This design comes from an exercise in tuning for small area on the open sky130 flow, not from production work.
The RTL was checked by simulation tests, not by an equivalence proof against the original design.
The flow treats the clock pin as an ideal source, which a real chip does not have.

Setup of the reference run:
==> flow/design.v <==
module RdMux
				(
				input [7:0] sel,
				input [63:0] d,
				output reg [7:0] q
				);
				integer i;
				always @ (*)
				begin
					q = 8'd0;
					for (i = 0; i < 8; i = i + 1)
						q = q | ({8{sel[i]}} & d[i*8 +: 8]);
				end
endmodule
module MyUART
				(
				input clk,reset_n,
				input [11:0] FinalValue,
				input [7:0] w_data,
				input wr_en,
				output T_full,
				output reg tx,
				input rx,
				output reg [7:0] r_data,
				input rd_en,
				output R_empty,
				output error_check
				);
				reg [11:0] q;
				reg tick;                                   
				wire hit = (q == FinalValue);
				always @ (posedge clk, negedge reset_n)
					if (~reset_n)
						q <= 12'd0;
					else
						q <= hit ? 12'd0 : q + 1'b1;
				always @ (posedge clk)
					tick <= hit;
				reg [63:0] t_sr;
				reg [3:0] t_k;
				wire [3:0] t_m = ~t_k;
				wire t_empty = t_m[3];
				assign T_full = (t_m == 4'd7);
				wire [7:0] t_head;
				RdMux t_mux (.sel(8'd1 << t_m[2:0]), .d(t_sr), .q(t_head));
				wire t_push = wr_en && !T_full;
				wire t_pop;
				always @ (posedge clk)
					if (t_push)
						t_sr <= {t_sr[55:0], w_data};
				always @ (posedge clk, negedge reset_n)
					if (~reset_n)
						t_k <= 4'd0;
					else if (t_push && !t_pop)
						t_k <= t_k - 1'b1;
					else if (t_pop && !t_push)
						t_k <= t_k + 1'b1;
				reg [3:0] t_sx;
				wire [3:0] t_s = t_sx ^ 4'd2;
				reg [3:0] t_c;
				reg [7:0] t_st;
				wire t_idle = (t_s == 4'd2);
				wire t_last = tick && (t_c == 4'd15);
				wire t_bit = t_st[t_s[2:0]];
				assign t_pop = t_idle && !t_empty;
				always @ (posedge clk, negedge reset_n)
					if (~reset_n)
						t_sx <= 4'd0;
					else if (t_pop)
						t_sx <= 4'd7 ^ 4'd2;
					else if (!t_idle && t_last)
						t_sx <= (t_s + 1'b1) ^ 4'd2;
				always @ (posedge clk)
					if (t_pop)
						t_c <= 4'd0;
					else if (tick)
						t_c <= t_c + 1'b1;
				always @ (posedge clk)
					if (t_pop)
						t_st <= t_head;
				reg tx_next;
				always @ (*)
					if (t_s[3])
						tx_next = t_bit;
					else if (t_s == 4'd7)
						tx_next = 1'b0;
					else if (t_s == 4'd0)
						tx_next = ^t_st;
					else
						tx_next = 1'b1;
				always @ (posedge clk, negedge reset_n)
					if (~reset_n)
						tx <= 1'b1;
					else
						tx <= tx_next;
				reg [3:0] r_sx;
				wire [3:0] r_s = r_sx ^ 4'd2;
				reg [3:0] r_c;
				reg [7:0] r_st;
				reg r_par;
				wire r_idle = (r_s == 4'd2);
				wire r_last = tick && (r_c == 4'd15);
				wire r_go = r_idle && !rx;
				wire r_done = r_last && (r_s == 4'd0);
				assign error_check = r_done && (r_par == rx);
				always @ (posedge clk, negedge reset_n)
					if (~reset_n)
						r_sx <= 4'd0;
					else if (r_go)
						r_sx <= 4'd7 ^ 4'd2;
					else if (!r_idle && r_last)
						r_sx <= (r_s + 1'b1) ^ 4'd2;
				always @ (posedge clk)
					if (r_go)
						r_c <= 4'd8;
					else if (tick)
						r_c <= r_c + 1'b1;
				always @ (posedge clk)
					if (r_last)
						r_st <= {rx, r_st[7:1]};
				always @ (posedge clk)
					if (r_s == 4'd7)
						r_par <= 1'b0;
					else if (r_last)
						r_par <= r_par ^ rx;
				reg [63:0] r_sr;
				reg [3:0] r_k;
				wire [3:0] r_m = ~r_k;
				assign R_empty = r_m[3];
				wire r_full = (r_m == 4'd7);
				wire [7:0] r_head;
				RdMux r_mux (.sel(8'd1 << r_m[2:0]), .d(r_sr), .q(r_head));
				wire r_push = r_done && !r_full;
				wire r_pop = rd_en && !R_empty;
				always @ (posedge clk)
					if (r_push)
						r_sr <= {r_sr[55:0], r_st};
				always @ (posedge clk, negedge reset_n)
					if (~reset_n)
						r_k <= 4'd0;
					else if (r_push && !r_pop)
						r_k <= r_k - 1'b1;
					else if (r_pop && !r_push)
						r_k <= r_k + 1'b1;
				always @ (posedge clk, negedge reset_n)
					if (~reset_n)
						r_data <= 8'd0;
					else if (r_pop)
						r_data <= r_head;
endmodule
Settings: LEC_CHECK=0, CAP_MARGIN=20, CORE_MARGIN=2, CORE_UTILIZATION=40, SLEW_MARGIN=20; clock period 10.0 ns.
standard.sh (not shown) runs the stock make flow with config.mk's settings and CLKGATE_MAP_FILE= SYNTH_SCRIPT=/design/flow/synth_recipe.tcl, a recipe that flattens the netlist after the stock synthesis.
==> flow/flow/run.sh <==
#!/bin/bash
# Layout flow: the standard layout (standard.sh) with these changes:
#  - synthesis maps the logic with flow/abc_area_nf.script (area-oriented ABC
#    mapping with relaxed delay, no buffering or upsizing) in place of ORFS's
#    abc_speed.script; everything else in synthesis is ORFS's and the standard flow's own
#    (synth_recipe.tcl), so the registers, their names and cells are unchanged;
#  - port buffers are sky130_fd_sc_hd__buf_1;
#  - CTS builds the tree from clkbuf_4 cells and inserts no dummy loads;
#  - after CTS, flow/fix_clk.tcl resizes each clock buffer to the smallest
#    clkbuf that keeps flip-flop clock-pin slews under 118 ps.
# Each ORFS step writes its full log under orfs/logs/ (fix_clk.tcl's output is
# in 4_1_cts.log); make's output goes to standard.log.
set -euo pipefail
rm -rf orfs_scripts
cp -r "$FLOW_HOME/scripts" orfs_scripts
cp flow/abc_area_nf.script orfs_scripts/abc_speed.script
bash standard.sh \
  "SCRIPTS_DIR=$PWD/orfs_scripts" \
  "BUFFER_PORTS_ARGS=-buffer_cell sky130_fd_sc_hd__buf_1" \
  "CTS_ARGS=-sink_clustering_enable -repair_clock_nets -dont_use_dummy_load -buf_list sky130_fd_sc_hd__clkbuf_4" \
  "POST_CTS_TCL=$PWD/flow/fix_clk.tcl" \
  finish > standard.log 2>&1
Other scripts of this flow, unchanged in this note and not shown: flow/flow/abc_area_nf.script, flow/flow/fix_clk.tcl
The reference run finished end to end and its layout was clean on timing, DRC and antenna.
## Diff of input files: the trial run against the reference run
==> flow/design.v <==
module RdMux
				(
				input [7:0] sel,
				input [63:0] d,
				output [7:0] q
				);
				assign q = ({8{sel[0]}} & d[7:0])   | ({8{sel[1]}} & d[15:8])  |
				           ({8{sel[2]}} & d[23:16]) | ({8{sel[3]}} & d[31:24]) |
				           ({8{sel[4]}} & d[39:32]) | ({8{sel[5]}} & d[47:40]) |
				           ({8{sel[6]}} & d[55:48]) | ({8{sel[7]}} & d[63:56]);
endmodule
module MyUART
				(
				input clk,reset_n,
				input [11:0] FinalValue,
				input [7:0] w_data,
				input wr_en,
				output T_full,
				output reg tx,
				input rx,
				output reg [7:0] r_data,
				input rd_en,
				output R_empty,
				output error_check
				);
				reg [11:0] q;
				reg tick;                                   
				wire hit = (q == FinalValue);
				always @ (posedge clk, negedge reset_n)
					if (~reset_n)
						q <= 12'd0;
					else
						q <= hit ? 12'd0 : q + 1'b1;
				always @ (posedge clk)
					tick <= hit;
				reg [63:0] t_sr;
				reg [3:0] t_k;
				wire [3:0] t_m = ~t_k;
				wire t_empty = t_m[3];
				assign T_full = (t_m == 4'd7);
				wire [7:0] t_head;
				RdMux t_mux (.sel(8'd1 << t_m[2:0]), .d(t_sr), .q(t_head));
				wire t_push = wr_en && !T_full;
				wire t_pop;
				always @ (posedge clk)
					if (t_push)
						t_sr <= {t_sr[55:0], w_data};
				always @ (posedge clk, negedge reset_n)
					if (~reset_n)
						t_k <= 4'd0;
					else if (t_push && !t_pop)
						t_k <= t_k - 1'b1;
					else if (t_pop && !t_push)
						t_k <= t_k + 1'b1;
				reg [3:0] t_sx;
				wire [3:0] t_s = t_sx ^ 4'd2;
				reg [3:0] t_c;
				reg [7:0] t_st;
				wire t_idle = (t_s == 4'd2);
				wire t_last = tick && (t_c == 4'd15);
				wire t_bit = t_st[0];
				assign t_pop = t_idle && !t_empty;
				always @ (posedge clk, negedge reset_n)
					if (~reset_n)
						t_sx <= 4'd0;
					else if (t_pop)
						t_sx <= 4'd7 ^ 4'd2;
					else if (!t_idle && t_last)
						t_sx <= (t_s + 1'b1) ^ 4'd2;
				always @ (posedge clk)
					if (t_pop)
						t_c <= 4'd0;
					else if (tick)
						t_c <= t_c + 1'b1;
				always @ (posedge clk)
					if (t_pop)
						t_st <= t_head;
					else if (t_last && t_s[3])
						t_st <= {t_st[0] ^ t_st[7], t_st[7:1]};
				reg tx_next;
				always @ (*)
					if (t_s[3])
						tx_next = t_bit;
					else if (t_s == 4'd7)
						tx_next = 1'b0;
					else if (t_s == 4'd0)
						tx_next = t_st[6];
					else
						tx_next = 1'b1;
				always @ (posedge clk, negedge reset_n)
					if (~reset_n)
						tx <= 1'b1;
					else
						tx <= tx_next;
				reg [3:0] r_sx;
				wire [3:0] r_s = r_sx ^ 4'd2;
				reg [3:0] r_c;
				reg [7:0] r_st;
				reg r_par;
				wire r_idle = (r_s == 4'd2);
				wire r_last = tick && (r_c == 4'd15);
				wire r_go = r_idle && !rx;
				wire r_done = r_last && (r_s == 4'd0);
				assign error_check = r_done && (r_par == rx);
				always @ (posedge clk, negedge reset_n)
					if (~reset_n)
						r_sx <= 4'd0;
					else if (r_go)
						r_sx <= 4'd7 ^ 4'd2;
					else if (!r_idle && r_last)
						r_sx <= (r_s + 1'b1) ^ 4'd2;
				always @ (posedge clk)
					if (r_go)
						r_c <= 4'd8;
					else if (tick)
						r_c <= r_c + 1'b1;
				always @ (posedge clk)
					if (r_last)
						r_st <= {rx, r_st[7:1]};
				always @ (posedge clk)
					if (r_s == 4'd7)
						r_par <= 1'b0;
					else if (r_last)
						r_par <= r_par ^ rx;
				reg [63:0] r_sr;
				reg [3:0] r_k;
				wire [3:0] r_m = ~r_k;
				assign R_empty = r_m[3];
				wire r_full = (r_m == 4'd7);
				wire [7:0] r_head;
				wire r_pop;
				RdMux r_mux (.sel({8{r_pop}} & (8'd1 << r_m[2:0])), .d(r_sr), .q(r_head));
				wire r_push = r_done && !r_full;
				assign r_pop = rd_en && !R_empty;
				always @ (posedge clk)
					if (r_push)
						r_sr <= {r_sr[55:0], r_st};
				always @ (posedge clk, negedge reset_n)
					if (~reset_n)
						r_k <= 4'd0;
					else if (r_push && !r_pop)
						r_k <= r_k - 1'b1;
					else if (r_pop && !r_push)
						r_k <= r_k + 1'b1;
				always @ (posedge clk, negedge reset_n)
					if (~reset_n)
						r_data <= 8'd0;
					else
						r_data <= r_head | ({8{~r_pop}} & r_data);
endmodule
==> run summary <==
Compared the reference run against the trial run; final core area utilization within noise. The trial run vs. the reference run: post-placement worst setup slack +0.057 ns, maximum frequency -1.4 MHz, largest vdd supply drop +11 uV. The trial run ended up with a higher routed length per placed instance than the reference run did.

==> what the ideal ports hide <==
Ports are ideal in the flow. The routed layouts listed here were re-timed in OpenROAD. Step 1 assumes that a clkbuf_16 drives the clock port and a buf_2 every other input. Step 2 adds t to the input delays and takes it off the output delays; t is the mean of the earliest and latest rising clock arrival at the registers after step 1. Input paths then give back, and output paths get back, about the clock's delay inside the block. Slacks: no drivers / after step 1 / after step 2; pairs: no drivers / after step 1.
run	shift t [ns]	setup WS [ns]	slew at the worst register clock pin (ns)	worst data-port slew with drivers (ns)
the reference run	0.586	5.460 / 5.433 / 5.413	0.11 / 0.11	0.04
the trial run	0.591	5.431 / 5.394 / 5.444	0.12 / 0.12	0.04
After both steps setup and hold are still met in every run listed. The setup slack of the reference run, which loses most, moves by -0.027 ns with the drivers and by -0.047 ns with both steps.
